Source: an optimization exercise on an open RTL-to-GDS flow (aim: small area, a short achievable clock period and few clock cycles). Production flows keep margins and buffers that such runs may drop. The RTL was checked by simulation tests, not by an equivalence proof against the original design. Power figures rest on the tool's default switching activity, not on a simulated workload.

==> flow/design.v <==
module mult_accelerator (
	input clk,
	output read_n,
	output write_n,
	output chipselect,
	input waitrequest,
	output [31:0] address,
	output [1:0] byteenable,
	input readdatavalid,
	input [15:0] readdata,
	output [15:0] writedata,
	input reset_n
);
assign byteenable = 2'b11;
assign chipselect = 1'b1;
localparam [15:0] PIX1 = 16'd1,     W1 = 16'd50,    R1 = 16'd39250,
                  PIX2 = 16'd39450, W2 = 16'd39463, R2 = 16'd49463;
localparam [5:0] PLAST1 = PIX1[5:0] + 6'd48, PLAST2 = PIX2[5:0] + 6'd12;
localparam [9:0] RLAST1 = R1[9:0] + 10'd199, RLAST2 = R2[9:0] + 10'd199;
localparam [13:0] OFS1 = -14'sd6272, OFS2 = -14'sd1600;
localparam [2:0] S_POLL = 3'd0, S_RUN = 3'd1, S_END = 3'd2, S_WR = 3'd3,
                 S_FL0 = 3'd4, S_FLAG = 3'd5;
reg [2:0]  state;
reg        layer2;       
reg        cmd;          
reg        ph;           
reg [1:0]  sd;           
reg        gl;           
reg        rl;           
reg [5:0]  pa;           
reg [9:0]  ra;           
reg [15:0] wptr;         
reg [15:0] aq;           
reg        rd, wr;       
reg [1:0]  t1, t2;       
reg        clr;          
reg [15:0] pix;          
reg [4:0]  y01, y23;     
reg        yv;           
reg        cy;           
reg [5:0]  acc_lo;
reg [7:0]  acc_hi;
assign read_n = !rd;
assign write_n = !wr;
assign address = {2'b11, 13'd0, aq, 1'b0};
assign writedata = {{2{acc_hi[7]}}, acc_hi, acc_lo};
wire adv = !(rd || wr) || !waitrequest;
wire [9:0] phi = layer2 ? PIX2[15:6] : PIX1[15:6];
wire [5:0] plo = layer2 ? PIX2[5:0] : PIX1[5:0];
wire wl = (sd == 2'd0);                
wire acc_done = !t1[1] && !t2[1] && !yv;
always @(posedge clk) begin
	if (!reset_n) begin
		state <= S_POLL;
		rd <= 1'b0;
		wr <= 1'b0;
	end else if (state == S_POLL && cmd) begin
		state <= S_RUN;
		rd <= 1'b1;
		aq <= {phi, plo};
	end else if (adv) begin
		case (state)
			S_POLL: begin
				rd <= 1'b1;
				aq <= 16'd0;
			end
			S_RUN: begin
				if (ph || !wl)
					aq <= wptr;
				else if (gl) begin
					state <= S_END;
					aq <= {phi, plo};
				end else
					aq <= {phi, pa};
			end
			S_END: begin
				rd <= 1'b0;
				if (acc_done) begin
					state <= S_WR;
					aq <= {layer2 ? R2[15:10] : R1[15:10], ra};
					wr <= 1'b1;
				end
			end
			S_WR: begin
				wr <= 1'b0;
				if (rl)
					state <= S_FL0;
				else begin
					state <= S_RUN;
					aq <= wptr;
					rd <= 1'b1;
				end
			end
			S_FL0: begin
				state <= S_FLAG;
				aq <= 16'd0;
				wr <= 1'b1;
			end
			default: begin
				state <= S_POLL;
				wr <= 1'b0;
			end
		endcase
	end
end
always @(posedge clk) begin
	if (!reset_n) begin
		cmd <= 1'b0;
		t1 <= 2'b00;
		t2 <= 2'b00;
	end else begin
		cmd <= (state == S_POLL) && !cmd && readdatavalid &&
		       (&readdata[15:2]) && (readdata[1] ^ readdata[0]);
		t2 <= t1;
		t1 <= (!waitrequest && rd && (state == S_RUN || state == S_END)) ? {!ph, ph} : 2'b00;
	end
end
always @(posedge clk) begin
	if (state == S_POLL) begin
		if (readdatavalid && !cmd)
			layer2 <= readdata[0];
		ph <= 1'b1;
		gl <= 1'b0;
		pa <= plo + 6'd1;
		ra <= layer2 ? R2[9:0] : R1[9:0];
		wptr <= layer2 ? W2 : W1;
	end else if (adv) begin
		if ((state == S_RUN && (ph || !wl)) || (state == S_WR && !rl))
			wptr <= wptr + 16'd1;
		if ((state == S_RUN || state == S_END) && ph) begin
			ph <= 1'b0;
			sd <= (layer2 && gl) ? 2'd1 : 2'd3;
		end
		if (state == S_RUN && !ph) begin
			sd <= sd - 2'd1;
			if (wl) begin
				ph <= 1'b1;
				if (gl) begin
					pa <= plo + 6'd1;
					gl <= 1'b0;
				end else begin
					pa <= pa + 6'd1;
					gl <= (pa == (layer2 ? PLAST2 : PLAST1));
				end
			end
		end
		if (state == S_END && acc_done) begin
			ra <= ra + 10'd1;
			rl <= (ra == (layer2 ? RLAST2 : RLAST1));
		end
	end
end
wire arr_pix = t2[0];
wire arr_wt  = t2[1];
wire [3:0] g = pix[15:12];
wire [3:0] o0 = g[0] ? {~readdata[3],  readdata[2:0]}   : 4'd8;
wire [3:0] o1 = g[1] ? {~readdata[7],  readdata[6:4]}   : 4'd8;
wire [3:0] o2 = g[2] ? {~readdata[11], readdata[10:8]}  : 4'd8;
wire [3:0] o3 = g[3] ? {~readdata[15], readdata[14:12]} : 4'd8;
wire [6:0] lo_sum = acc_lo + y01 + y23;
always @(posedge clk) begin
	clr <= (state == S_POLL && cmd) || (state == S_WR && adv);
	if (arr_pix)
		pix <= readdata;
	else if (arr_wt)
		pix <= {pix[11:0], 4'd0};
	y01 <= arr_wt ? o0 + o1 : 5'd0;
	y23 <= arr_wt ? o2 + o3 : 5'd0;
	yv <= arr_wt;
	if (clr || state == S_FL0) begin
		acc_lo <= {6{state == S_FL0}};
		acc_hi <= (state == S_FL0) ? 8'hFF : (layer2 ? OFS2[13:6] : OFS1[13:6]);
		cy <= 1'b0;
	end else begin
		acc_lo <= lo_sum[5:0];
		acc_hi <= acc_hi + cy;
		cy <= lo_sum[6];
	end
end
endmodule
==> flow/flow/run.sh <==
#!/bin/bash
# Standard layout, with plain buffers on the ports and a clock tree without
# dummy balancing loads.
set -e
cat >> config.mk <<'CFG'
export BUFFER_PORTS_ARGS = -buffer_cell sky130_fd_sc_hd__buf_2
export CTS_ARGS = -repair_clock_nets -buf_list sky130_fd_sc_hd__clkbuf_8 -dont_use_dummy_load
CFG
bash standard.sh > standard.log 2>&1
==> flow/standard.sh <==
#!/bin/bash
# synth_recipe.tcl (not shown) runs the flow's synth.tcl, then flattens the netlist and writes it again
# the make line also repeats each setting of config.mk as NAME=value (left out here)
make -C /OpenROAD-flow-scripts/flow DESIGN_CONFIG=/design/flow/config.mk WORK_HOME=/design/flow/orfs CLKGATE_MAP_FILE= SYNTH_SCRIPT=/design/flow/synth_recipe.tcl "${@:-finish}"
==> flow/config.mk <==
export PLATFORM = sky130hd
export DESIGN_NAME = mult_accelerator
export DESIGN_NICKNAME = mult_accelerator
export VERILOG_FILES = /design/flow/design.v
export SDC_FILE = /design/flow/constraint.sdc
export NUM_CORES = 4
export LEC_CHECK = 0
export CAP_MARGIN = 20
export CORE_MARGIN = 2
export CORE_UTILIZATION = 65
export CTS_BUF_LIST = sky130_fd_sc_hd__clkbuf_8
export PLACE_DENSITY = 0.75
export SETUP_SLACK_MARGIN = 3.8
export SLEW_MARGIN = 20
export BUFFER_PORTS_ARGS = -buffer_cell sky130_fd_sc_hd__buf_2
export CTS_ARGS = -repair_clock_nets -buf_list sky130_fd_sc_hd__clkbuf_8 -dont_use_dummy_load
==> flow/constraint.sdc <==
create_clock -name core_clock -period 6.0 [get_ports {clk}]
set_input_delay 1.2000 -clock core_clock [delete_from_list [all_inputs] [get_ports {clk}]]
set_output_delay 1.2000 -clock core_clock [all_outputs]
set_load 0.01 [all_outputs]
==> results.toml, run 1 <==
[sta]
fin_setup_tns_ns = 0
slew_viol_final = 0
fin_crit_sh = 0.358
finalHoldViolations = 0
worst_pin_slew_ns = 0.680
skew_ns = 0.0336
fmaxAchievable_mhz = 465
grt_setup_unrepaired = "false"
slew_headroom = 0.546
hold_ws_ns = 0.461
setup_viol_count_final = 0
period_needed_ns = 2.15

[floorplan]
die-area_mm2 = 0.00979
ios = 73
row_count = 34
coreArea_mm2 = 0.00872
die_x_um = 98.9
start_util = 0.672
die_y_um = 98.9

[critical_path]
crit_type = "flop to output pin"
cpMaxStageDelayCell = "edfxtp_1"
path_buf_inv = 1
r2r-end = "acc_lo[5]"
critPathLaunchType = "flop"
endpoint_kind = "output pin"
reg2reg_from = "acc_lo[1]"
path_delay_family = "flip-flops"
slowest_delay_ns = 0.43
critPathMaxFanout = 1
rrSetupSlack_ns = 3.92
cp_data_arrival_time_ns = 0.95
cp.required_ns = 4.80
crit_chain = "buf_2"
r2r_cells = 8

[layout]
final_cells = 716
final_common_cell = "edfxtp_1"
area_delta_synth_final_pct = 7.46
antenna_cells = 0
num-nets-final = 657
fin_util = 0.722
layout_common_cells = "edfxtp_1, buf_2, nand2_1"
drive_above_1_share = 0.188

[global_route]
antenna_found_initial = 0
overflow = 0
grt_max_degree = 30
first_global_vias = 4194
grtUsageTotal = 0.258
grt_first_pass_wirelength_um = 20300

[yosys]
synth_edf_count = 68
synth_top_area_share = 0.349
synth.area.top_cells = "edfxtp_1, dfxtp_1, ha_1"
avgSynthCellArea_um2 = 10.2
yosysSeqAreaShare = 0.482
ys.flop_type = "edfxtp_1"
ys_seq_elements = 107
yosys_warnings = 1
synth_top_area_cell = "edfxtp_1"
synth_area_mm2 = 0.00586
syn_inst = 574
synth_cell_types = 62
async_reset_ff_frac = 0

[power]
pwr-share-clk = 0.277
combPwrFrac = 0.067
seq_power_share = 0.656
swShare = 0.224
p_sw_mw = 0.279
p_int_mw = 0.965
ir_drop_v = 0.000132
powerDensity_mw_per_mm2 = 198
power.leakage_nw = 2.50

[place]
dp.cells = 706
hpwl_um = 8850
place.gp.congestion = 0.902
io_buffers = 53

[min_path]
hold_depth = 1
whs_endpoint = "t2[0]"
hold_start = "t1[0]"
min_path_type = "flop to flop"

[clock_tree]
cts_buffers = 9
cts.clk_slew.worst_paths_ns = 0.10
clkLatencyLatePin_ns = 0.36
cts_tree = "built"
clockBufferDepth = 2
cts_max_level = 3
cts-root-buf = "clkbuf_8"
clkSinkCount = 107

[route]
wl_per_cell_um = 17.1
firstDrtPassIters = 5
dr_total_vias = 4367
drc = 0
ant_nets = 0
viasPerCell = 6.10
first_iter_violations = 229
wl_um = 12200

[run_status]
status = "complete, no violations"

[job]
cap_violations = 0
layout make-up:
cell class / count / area (µm²)
Sequential cell: 107 / 2830
Tap cell: 108 / 135
Inverter: 22 / 86.3
Multi-Input combinational cell: 414 / 2820
Timing Repair Buffer: 56 / 300
Clock buffer: 9 / 124
Fill cell: 648 / 2430
stage by stage:
step | cell area, µm² | setup WS (ns) | total power, mW
final | 6290 | 3.85 | 1.24
after global routing | 6290 | 3.80 | 1.29
after CTS | 6270 | 3.81 | 1.25
after detailed placement | 6120 | 3.39 | 0.913
after global placement | 6120 | 3.41 | 0.911
after floorplan | 5980 | 3.76 | 0.889
metal layers:
layer  global-route usage  wire length (µm)
met5                    0                 0
met4               0.0717               102
met3               0.0376               914
met2                0.403              5670
met1                0.381              5540
state kept, by name (all words and copies together), names as in the netlist, 2 cells and up:
name	flops
state	3
sd	2
aq	16
pix	16
ra	10
acc_lo	6
y23	5
pa	6
t1	2
y01	5
t2	2
wptr	16
acc_hi	8
repair_timing:
action                     in CTS  in global routing
setup buffers                   1                  0
setup endpoints to repair      42                 66
resized for setup               4                  9
pin swaps                       1                  0
hold endpoints to repair        0                  0
hold buffers                    0                  0
worst max-delay path by stage:
stage,startpoint,to,slack [ns],cells past startpoint
after floorplan,readdata[4],y01[4],3.76,7
after global placement,waitrequest,wptr[2],3.41,4
after detailed placement,waitrequest,wptr[1],3.39,4
after CTS,wr,write_n,3.81,2
after global routing,readdata[0],y01[4],3.80,8
final,aq[6],address[7],3.85,1
cell families after synthesis:
family / count (synthesis) / synth area share
XOR/XNOR: 32 / 0.0479
adder cells (fa/ha/maj): 27 / 0.0679
buffers and inverters: 70 / 0.0622
AND/OR/NAND/NOR: 199 / 0.180
other: 2 / 0.00128
AO/OA/AOI/OAI: 122 / 0.130
flip-flops: 107 / 0.482
multiplexers: 15 / 0.0286
power by group through the flow:
stage               logic, mW  registers (mW)  clock network (mW)
floorplan              0.0628           0.826                   0
global placement       0.0798           0.832                   0
detailed placement     0.0815           0.832                   0
CTS                    0.0823           0.816               0.353
global route           0.0921           0.819               0.376
finish                 0.0829           0.816               0.345
cells in the mapped netlist, types with 2 or more instances:
master    number
clkbuf_1      12
or2_2          4
o21a_1         9
xor2_1        19
a21o_1         7
and2_1        22
nor2b_1       12
nand3b_1       2
mux2_2        14
edfxtp_1      68
conb_1         2
buf_4         21
a32o_1         2
nand2_1       43
and4_1         3
o31ai_1        2
nor4b_1        2
a211oi_1       3
nor3_2         2
o21ai_1        2
a21oi_1       40
or3_1          5
and3_1         7
nor2_1        36
fa_1           8
a22oi_1        4
xnor2_1       13
o22ai_1        3
nor3b_1        3
o21ai_0       30
inv_1         21
dfxtp_1       39
nand3_1       16
buf_1          2
a22o_1         4
nor3_1        12
buf_2         12
a31oi_1        3
ha_1          19
nand2b_1      10
o31a_1         2
nand4_1       14
Testbench counts, summed over its fixed seeds: cycles 573,099.
==> run 2: changes to the inputs <==
--- a/flow/flow/run.sh
+++ b/flow/flow/run.sh
@@ -6,3 +6,3 @@
 export BUFFER_PORTS_ARGS = -buffer_cell sky130_fd_sc_hd__buf_2
-export CTS_ARGS = -repair_clock_nets -buf_list sky130_fd_sc_hd__clkbuf_8 -dont_use_dummy_load
+export CTS_ARGS = -sink_clustering_enable -repair_clock_nets -buf_list sky130_fd_sc_hd__clkbuf_8 -dont_use_dummy_load
 CFG
--- a/flow/config.mk
+++ b/flow/config.mk
@@ -15,2 +15,2 @@
 export BUFFER_PORTS_ARGS = -buffer_cell sky130_fd_sc_hd__buf_2
-export CTS_ARGS = -repair_clock_nets -buf_list sky130_fd_sc_hd__clkbuf_8 -dont_use_dummy_load
+export CTS_ARGS = -sink_clustering_enable -repair_clock_nets -buf_list sky130_fd_sc_hd__clkbuf_8 -dont_use_dummy_load
==> run 2 against run 1 <==
Still clean. Global-route usage unchanged. First-iteration DRC count unchanged. Utilization unchanged. Critical endpoint unchanged. Worst hold slack unchanged. Non-clock buffer count unchanged. Clock power about the same. Final cell count unchanged. Critical path type unchanged. Maximum frequency unchanged. Via count unchanged. Power unchanged. Sequential cell count unchanged. Worst setup slack unchanged.
==> results.toml, run 2 <==
[floorplan]
die_y_um = 98.9
start_util = 0.672
ios = 73
die-area_mm2 = 0.00979
die_x_um = 98.9
row_count = 34
coreArea_mm2 = 0.00872

[yosys]
yosys_warnings = 1
syn_inst = 574
synth_common_cells = "edfxtp_1, nand2_1, a21oi_1"
synth_cell_types = 62
async_reset_ff_frac = 0
ys.flop_type = "edfxtp_1"
post-synth-top-count-cell = "edfxtp_1"
ys_seq_elements = 107
synth_edf_count = 68
synth_top_area_cell = "edfxtp_1"
synth_area_mm2 = 0.00586
synth.area.top_cells = "edfxtp_1, dfxtp_1, ha_1"
synth_top_area_share = 0.349
avgSynthCellArea_um2 = 10.2
yosysSeqAreaShare = 0.482

[sta]
slew_viol_final = 0
slew_headroom = 0.546
finalHoldViolations = 0
setup_viol_count_final = 0
grt_setup_unrepaired = "false"
worst_pin_slew_ns = 0.680
skew_ns = 0.0336
fin_crit_sh = 0.358
fin_setup_tns_ns = 0
fmaxAchievable_mhz = 465
period_needed_ns = 2.15

[clock_tree]
clockBufferDepth = 2
cts.clk_slew.worst_paths_ns = 0.10
cts_tree = "built"
cts_max_level = 3
cts-hold-fix-buffers = 0
cts_buffers = 9
cts-root-buf = "clkbuf_8"
clkLatencyLatePin_ns = 0.36
clkSinkCount = 107

[critical_path]
critPathLaunchType = "flop"
slowest_delay_ns = 0.43
path_buf_inv = 1
endpoint_kind = "output pin"
crit_type = "flop to output pin"
cpMaxStageDelayCell = "edfxtp_1"
critPathMaxFanout = 1
crit_chain = "buf_2"
cp_data_arrival_time_ns = 0.95
path_delay_family = "flip-flops"
cp.required_ns = 4.80

[place]
place.gp.congestion = 0.902
io_buffers = 53
hpwl_um = 8850

[layout]
drive_above_1_share = 0.188
reg_top3 = "aq: 16 flops, pix: 16 flops, wptr: 16 flops"
final_common_cell = "edfxtp_1"
layout_common_cells = "edfxtp_1, buf_2, nand2_1"
area_delta_synth_final_pct = 7.46
num-nets-final = 657
antenna_cells = 0

[route]
wl_um = 12200
drc = 0
first_iter_violations = 229
firstDrtPassIters = 5
ant_nets = 0
viasPerCell = 6.10
dr_total_vias = 4367
wl_per_cell_um = 17.1

[run_status]
status = "complete, no violations"

[global_route]
overflow = 0
first_global_vias = 4194
grt_max_degree = 30
grtUsageTotal = 0.258
antenna_found_initial = 0
grt_first_pass_wirelength_um = 20300

[power]
powerDensity_mw_per_mm2 = 198
ir_drop_v = 0.000132
power.total_mw = 1.24
power.leakage_nw = 2.50

[job]
cap_violations = 0

[min_path]
min_path_type = "flop to flop"
==> run 2: cell counts after synthesis <==
No cell type changed its count.
==> run 2: repair_timing <==
item / CTS / global route
pin swaps: 1 / 0
buffers inserted: 1 / 0
gates resized for setup: 4 / 9
setup endpoints to repair: 42 / 66
endpoints found under the hold margin: 0 / 0
==> run 2: final cells by class <==
class / instances / area, µm²
Timing Repair Buffer: 56 / 300
Sequential cell: 107 / 2830
Inverter: 22 / 86.3
Multi-Input combinational cell: 414 / 2820
Clock buffer: 9 / 124
Fill cell: 648 / 2430
Tap cell: 108 / 135
==> run 2: worst paths after layout <==
path / from / endpoint / slack, ns / cells after the start
worst min register to register: t1[0] / t2[0] / 0.46 / 1
worst min-delay path: t1[0] / t2[0] / 0.46 / 1
worst max-delay path: aq[6] / address[7] / 3.85 / 1
worst max register to register: acc_lo[1] / acc_lo[5] / 3.92 / 8
==> run 2: kinds of logic (layout without fill, tap and decap cells) <==
kind of cell | count (synthesis) | after routing | share of synthesized area
AOI/OAI and AO/OA | 122 | 122 | 0.130
DFF | 107 | 107 | 0.482
and+or+nand+nor | 199 | 199 | 0.180
xor gates and xnor gates | 32 | 32 | 0.0479
muxes | 15 | 15 | 0.0286
adders and majority gates | 27 | 27 | 0.0679
buffers and inverters | 70 | 87 | 0.0622
other | 2 | 19 | 0.00128
==> run 2: stage by stage <==
step	std cells	hold WS, ns	area, µm²	util	worst slack (ns)
after global routing	716	0.488	6290	0.722	3.80
after global placement	706	0.425	6120	0.701	3.41
final	716	0.461	6290	0.722	3.85
after CTS	716	0.460	6270	0.719	3.81
after detailed placement	706	0.423	6120	0.701	3.39
after floorplan	591	0.358	5980	-	3.76
==> run 2: layer usage <==
metal | vias to the layer above | GRT usage | wire length (µm)
li1 | 2081 | - | -
met5 | - | 0 | 0
met4 | 0 | 0.0717 | 102
met1 | 2087 | 0.381 | 5540
met3 | 13 | 0.0376 | 914
met2 | 186 | 0.403 | 5670
==> run 2: where the power goes <==
| group | internal, mW | switching [mW] |
|---|---|---|
| registers | 0.795 | 0.0218 |
| clock network | 0.135 | 0.210 |
| logic | 0.0352 | 0.0476 |
| total | 0.965 | 0.279 |
==> run 3: changes to the inputs <==
--- a/flow/config.mk
+++ b/flow/config.mk
@@ -12,3 +12,3 @@
 export PLACE_DENSITY = 0.75
-export SETUP_SLACK_MARGIN = 3.8
+export SETUP_SLACK_MARGIN = 3.7
 export SLEW_MARGIN = 20
==> run 3 against run 2 <==
Sequential cell count unchanged. Clock power hardly changed. Synthesized cell count unchanged. Largest cell class unchanged. Clock-buffer cell count is the same. Clock skew grew 0.00064 ns. Still clean on timing, DRC and antenna. Die area stayed put. Worst hold slack gained 0.025 ns. Area after synthesis stayed put. Power about the same.
==> results.toml, run 3 <==
[run_status]
status = "complete, no violations"

[floorplan]
start_util = 0.672
die_y_um = 98.9
die_x_um = 98.9
row_count = 34
coreArea_mm2 = 0.00872
ios = 73
die-area_mm2 = 0.00979

[layout]
antenna_cells = 0
area_delta_synth_final_pct = 6.62
num-nets-final = 657
final_common_cell = "edfxtp_1"
design_area_mm2 = 0.00624
reg_top3 = "aq: 16 flops, pix: 16 flops, wptr: 16 flops"
num-fill-cells = 703
layout_common_cells = "edfxtp_1, buf_2, nand2_1"
drive_above_1_share = 0.163

[power]
seq_power_share = 0.656
power.total_mw = 1.25
combPwrFrac = 0.066
swShare = 0.226
pwr-share-clk = 0.278
ir_drop_v = 0.000169
power.leakage_nw = 2.50
p_int_mw = 0.964
p_sw_mw = 0.282
powerDensity_mw_per_mm2 = 199

[yosys]
synth.area.top_cells = "edfxtp_1, dfxtp_1, ha_1"
ys.flop_type = "edfxtp_1"
synth_top_area_share = 0.349
synth.area.mux_share = 0.0286
synth_edf_count = 68
async_reset_ff_frac = 0
synth_area_mm2 = 0.00586
avgSynthCellArea_um2 = 10.2
yosysSeqAreaShare = 0.482
post-synth-top-count-cell = "edfxtp_1"
synth_cell_types = 62
synth_top_area_cell = "edfxtp_1"
synth_top_family_by_area = "simple AND/OR/NAND/NOR gates"
ys_seq_elements = 107
yosys.area_share.simple = 0.180
synth-adder-area-share = 0.0679
synth_common_cells = "edfxtp_1, nand2_1, a21oi_1"
synth-xor-area-share = 0.0479
syn_inst = 574
synth_compound_area_frac = 0.130
yosys_warnings = 1

[global_route]
antenna_found_initial = 0
overflow = 0
grt_max_degree = 30
grtUsageTotal = 0.258
grt_first_pass_wirelength_um = 20200
first_global_vias = 4101

[sta]
fin_crit_sh = 0.368
grt_setup_unrepaired = "false"
slew_headroom = 0.328
finalHoldViolations = 0
setup_viol_count_final = 0
fmaxAchievable_mhz = 453
period_needed_ns = 2.21
skew_ns = 0.0343
slew_viol_final = 0
worst_slack_ns = 3.79
worst_pin_slew_ns = 1.00
fin_setup_tns_ns = 0

[route]
ant_nets = 0
drc = 0
firstDrtPassIters = 5
first_iter_violations = 294
dr_total_vias = 4372
viasPerCell = 6.11
wl_per_cell_um = 17.5
wl_um = 12500

[min_path]
min_path_type = "flop to flop"
hold_depth = 1

[critical_path]
path_buf_inv = 1
cp_data_arrival_time_ns = 2.23
r2r_cells = 4
slowest_delay_ns = 0.30
cp.depth = 4
crit_type = "primary input to flop"
crit_chain = "buf_2 -> o21ai_1 -> and3_1 -> or2_2"
critPathMaxFanout = 10
path_delay_family = "simple AND/OR/NAND/NOR gates"
endpoint_kind = "flop"
critPathLaunchType = "primary input"
cpMaxStageDelayCell = "o21ai_1"
cp.required_ns = 6.02

[clock_tree]
clockBufferDepth = 2
cts_max_level = 3
cts_buffers = 9
clkLatencyLatePin_ns = 0.36
clkSinkCount = 107
cts_tree = "built"
cts.clk_slew.worst_paths_ns = 0.10
cts-root-buf = "clkbuf_8"

[job]
cap_violations = 0

[place]
dp_slack_ns = 3.34
placed_area_mm2 = 0.00606
hpwl_um = 8980
io_buffers = 53
place.gp.congestion = 0.869
## run 3: worst paths after layout
path,from,slack [ns],end
min reg2reg,t1[1],0.49,t2[1]
min,t1[1],0.49,t2[1]
max reg2reg,state[1],3.84,ra[8]
max,waitrequest,3.79,ra[8]
## run 3: worst register-to-register path, delay by kind of cell, from the launching register on
kind | cells | cell delay, ns
flip-flops | 1 | 0.62
buffers and inverters | 1 | 0.35
AND/OR/NAND/NOR | 3 | 0.87
## run 3: cell families (layout without fill, tap and decap cells)
kind of cell | after synthesis | in the layout
fa+ha+maj | 27 | 27
mux | 15 | 15
other cells | 2 | 19
simple gates | 199 | 200
xor+xnor | 32 | 32
buf+inv | 70 | 86
flops | 107 | 107
compound gates | 122 | 122
## run 3: area by class of cell
cell class	instances	area, µm²	area share
Clock buffer	9	124	0.0198
Inverter	22	86.3	0.0138
Multi-Input combinational cell	415	2780	0.445
Sequential cell	107	2830	0.452
Tap cell	108	135	0.0216
Timing Repair Buffer	55	293	0.0469
## run 3: stage by stage
stage,hold WS [ns],util,instances
floorplan,0.358,-,591
global placement,0.422,0.695,705
detailed placement,0.427,0.695,705
CTS,0.483,0.710,714
global route,0.510,0.716,716
finish,0.485,0.716,716
## run 3: timing repair
| action | CTS | global route |
|---|---|---|
| pin swaps | 0 | 3 |
| buffers inserted | 0 | 1 |
| setup endpoints to repair | 23 | 50 |
| hold buffers | 0 | 0 |
| gates resized for setup | 3 | 7 |
| gates cloned | 0 | 1 |
## run 3: metal layers
layer | wire (µm) | up-vias | track usage
met5 | 0 | - | 0
met4 | 158 | 0 | 0.0780
met3 | 861 | 14 | 0.0504
met2 | 5800 | 185 | 0.389
met1 | 5730 | 2091 | 0.382
li1 | - | 2082 | -
## run 3: power by group through the flow
stage               clock (mW)  sequential, mW  combinational [mW]
global placement             0           0.831              0.0775
finish                   0.347           0.817              0.0820
global route             0.375           0.818              0.0914
floorplan                    0           0.826              0.0608
CTS                      0.356           0.816              0.0805
detailed placement           0           0.833              0.0798
==> run 4: changes to the inputs <==
==> flow/flow/run.sh (replaced) <==
#!/bin/bash
# Standard layout, with plain buffers on the ports and a clock tree without
# dummy balancing loads.
set -e
cat >> config.mk <<'CFG'
export BUFFER_PORTS_ARGS = -buffer_cell sky130_fd_sc_hd__buf_2
export CTS_ARGS = -sink_clustering_enable -repair_clock_nets -buf_list sky130_fd_sc_hd__clkbuf_8 -dont_use_dummy_load -sink_clustering_size 30 -sink_clustering_max_diameter 100
CFG
bash standard.sh > standard.log 2>&1
--- a/flow/config.mk
+++ b/flow/config.mk
@@ -12,5 +12,5 @@
 export PLACE_DENSITY = 0.75
-export SETUP_SLACK_MARGIN = 3.7
+export SETUP_SLACK_MARGIN = 3.8
 export SLEW_MARGIN = 20
 export BUFFER_PORTS_ARGS = -buffer_cell sky130_fd_sc_hd__buf_2
-export CTS_ARGS = -sink_clustering_enable -repair_clock_nets -buf_list sky130_fd_sc_hd__clkbuf_8 -dont_use_dummy_load
+export CTS_ARGS = -sink_clustering_enable -repair_clock_nets -buf_list sky130_fd_sc_hd__clkbuf_8 -dont_use_dummy_load -sink_clustering_size 30 -sink_clustering_max_diameter 100
==> run 4 against run 3 <==
Still clean. Final cell count stayed put. Cell area is 0.78% higher. Worst hold slack worse by 0.025 ns. Utilization is 0.56 points higher.
==> results.toml, run 4 <==
[critical_path]
r2r-end = "acc_lo[5]"
critPathLaunchType = "flop"
crit_chain = "buf_2"
reg2reg_from = "acc_lo[1]"
crit_type = "flop to output pin"
r2r_cells = 8
critPathMaxFanout = 1
endpoint_kind = "output pin"
cp_data_arrival_time_ns = 0.95
path_delay_family = "flip-flops"
crit_start = "aq[6]"
cp.depth = 1
slowest_delay_ns = 0.43
cpMaxStageDelayCell = "edfxtp_1"
cp.required_ns = 4.80
rrSetupSlack_ns = 3.92
crit_path_end = "address[7]"
path_buf_inv = 1

[route]
ant_nets = 0
wl_per_cell_um = 17.1
wl_um = 12200
firstDrtPassIters = 5
viasPerCell = 6.10
drc = 0
first_iter_violations = 229
dr_total_vias = 4367

[yosys]
syn_inst = 574
yosys_warnings = 1
async_reset_ff_frac = 0
post-synth-top-count-cell = "edfxtp_1"
ys_seq_elements = 107
synth_area_mm2 = 0.00586
synth_top_area_share = 0.349
ys.flop_type = "edfxtp_1"
synth_edf_count = 68
synth.area.top_cells = "edfxtp_1, dfxtp_1, ha_1"
yosysSeqAreaShare = 0.482
synth_common_cells = "edfxtp_1, nand2_1, a21oi_1"
avgSynthCellArea_um2 = 10.2
synth_top_area_cell = "edfxtp_1"
synth_cell_types = 62

[place]
place.gp.congestion = 0.902
dp.cells = 706
io_buffers = 53
hpwl_um = 8850
placed_area_mm2 = 0.00612
dp_slack_ns = 3.39

[layout]
reg_top3 = "aq: 16 flops, pix: 16 flops, wptr: 16 flops"
area_delta_synth_final_pct = 7.46
layout_common_cells = "edfxtp_1, buf_2, nand2_1"
num-nets-final = 657
regArea_mm2 = 0.00283
final_common_cell = "edfxtp_1"
antenna_cells = 0
num-fill-cells = 648
design_area_mm2 = 0.00629
multi_input_comb_area_mm2 = 0.00282
final_cells = 716
fin_util = 0.722
drive_above_1_share = 0.188

[clock_tree]
cts_buffers = 9
clkSinkCount = 107
clkLatencyLatePin_ns = 0.36
clockBufferDepth = 2
cts_tree = "built"
cts.clk_slew.worst_paths_ns = 0.10
cts-root-buf = "clkbuf_8"
cts_max_level = 3

[sta]
finalHoldViolations = 0
period_needed_ns = 2.15
worst_slack_ns = 3.85
slew_viol_final = 0
skew_ns = 0.0336
fin_crit_sh = 0.358
fmaxAchievable_mhz = 465
slew_headroom = 0.546
hold_ws_ns = 0.461
fin_setup_tns_ns = 0
grt_setup_unrepaired = "false"
setup_viol_count_final = 0
worst_pin_slew_ns = 0.680

[job]
cap_violations = 0

[power]
powerDensity_mw_per_mm2 = 198
power.total_mw = 1.24
ir_drop_v = 0.000132
power.leakage_nw = 2.50

[floorplan]
row_count = 34
ios = 73
coreArea_mm2 = 0.00872
die_y_um = 98.9
die_x_um = 98.9
die-area_mm2 = 0.00979
start_util = 0.672

[global_route]
antenna_found_initial = 0
overflow = 0
grtUsageTotal = 0.258
first_global_vias = 4194
grt_max_degree = 30
grt_first_pass_wirelength_um = 20300

[run_status]
status = "complete, no violations"

[min_path]
min_path_type = "flop to flop"
-- run 4: timing repair --
| action | CTS | global route |
|---|---|---|
| buffers inserted | 1 | 0 |
| gates resized for setup | 4 | 9 |
| pin swaps | 1 | 0 |
| setup endpoints to repair | 42 | 66 |
| hold buffers | 0 | 0 |
-- run 4: worst min-delay path by stage --
stage / start / end / slack (ns) / cells after the start
after floorplan: t2[1] / yv / 0.36 / 0
after global placement: t1[0] / t2[0] / 0.42 / 1
after detailed placement: t1[0] / t2[0] / 0.42 / 1
after CTS: t1[0] / t2[0] / 0.46 / 1
after global routing: t1[0] / t2[0] / 0.49 / 1
final: t1[0] / t2[0] / 0.46 / 1
-- run 4: worst reg2reg max path, delay by kind of cell (launching register included) --
family	cells	cell delay (ns)
DFF	1	0.35
buffers and inverters	1	0.06
adders and majority gates	3	1.06
and+or+nand+nor	2	0.17
AOI/OAI and AO/OA	2	0.35
-- run 4: routing by layer --
layer,up-vias,track usage,wire length [µm]
met3,13,0.0376,914
li1,2081,-,-
met1,2087,0.381,5540
met2,186,0.403,5670
met5,-,0,0
met4,0,0.0717,102
-- run 4: layout make-up --
| type | count | area share |
|---|---|---|
| timing repair buffer | 56 | 0.0477 |
| sequential | 107 | 0.449 |
| clock buffer | 9 | 0.0197 |
| multi-input combinational | 414 | 0.448 |
| tap | 108 | 0.0215 |
| inverter | 22 | 0.0137 |
-- run 4: power breakdown --
part / switching (mW) / internal, mW
Sequential: 0.0218 / 0.795
Combinational: 0.0476 / 0.0352
Clock: 0.210 / 0.135
Total: 0.279 / 0.965
-- run 4: cell families after synthesis --
| group | count (synthesis) | share of synthesized area |
|---|---|---|
| AOI/OAI and AO/OA | 122 | 0.130 |
| xor gates and xnor gates | 32 | 0.0479 |
| adders and majority gates | 27 | 0.0679 |
| buffers and inverters | 70 | 0.0622 |
| DFF | 107 | 0.482 |
| muxes | 15 | 0.0286 |
| other | 2 | 0.00128 |
| and+or+nand+nor | 199 | 0.180 |

[static timing again, ports no longer ideal]
No port has a modelled driver above. Below, the same layouts with a new extraction and two added sets of constraints.
Step 1, drivers: a clkbuf_16 drives clk and a buf_2 each remaining input, both assumed.
Step 2 times the ports against the registers' clock, not the clock port: input delays grow and output delays shrink by t, the midpoint of the rising clock arrivals with the driver on.
Slacks: ideal / step 1 / step 2; pairs: ideal / step 1.
| run | shift t [ns] | setup slack, ns | hold WS [ns] | latest minus earliest clock arrival (ns) | worst data-port slew with drivers (ns) |
|---|---|---|---|---|---|
| run 1 | 0.379 | 3.850 / 3.819 / 3.545 | 0.461 / 0.461 / 0.461 | 0.034 / 0.035 | 0.03 |
| run 2 | 0.379 | 3.850 / 3.819 / 3.545 | 0.461 / 0.461 / 0.461 | 0.034 / 0.035 | 0.03 |
| run 3 | 0.379 | 3.792 / 3.764 / 3.410 | 0.485 / 0.485 / 0.485 | 0.034 / 0.035 | 0.05 |
| run 4 | 0.379 | 3.850 / 3.819 / 3.545 | 0.461 / 0.461 / 0.461 | 0.034 / 0.035 | 0.03 |
After both steps every run listed still meets setup and hold. The setup slack of run 3, which loses most, moves by -0.028 ns with the drivers and by -0.382 ns with both steps.
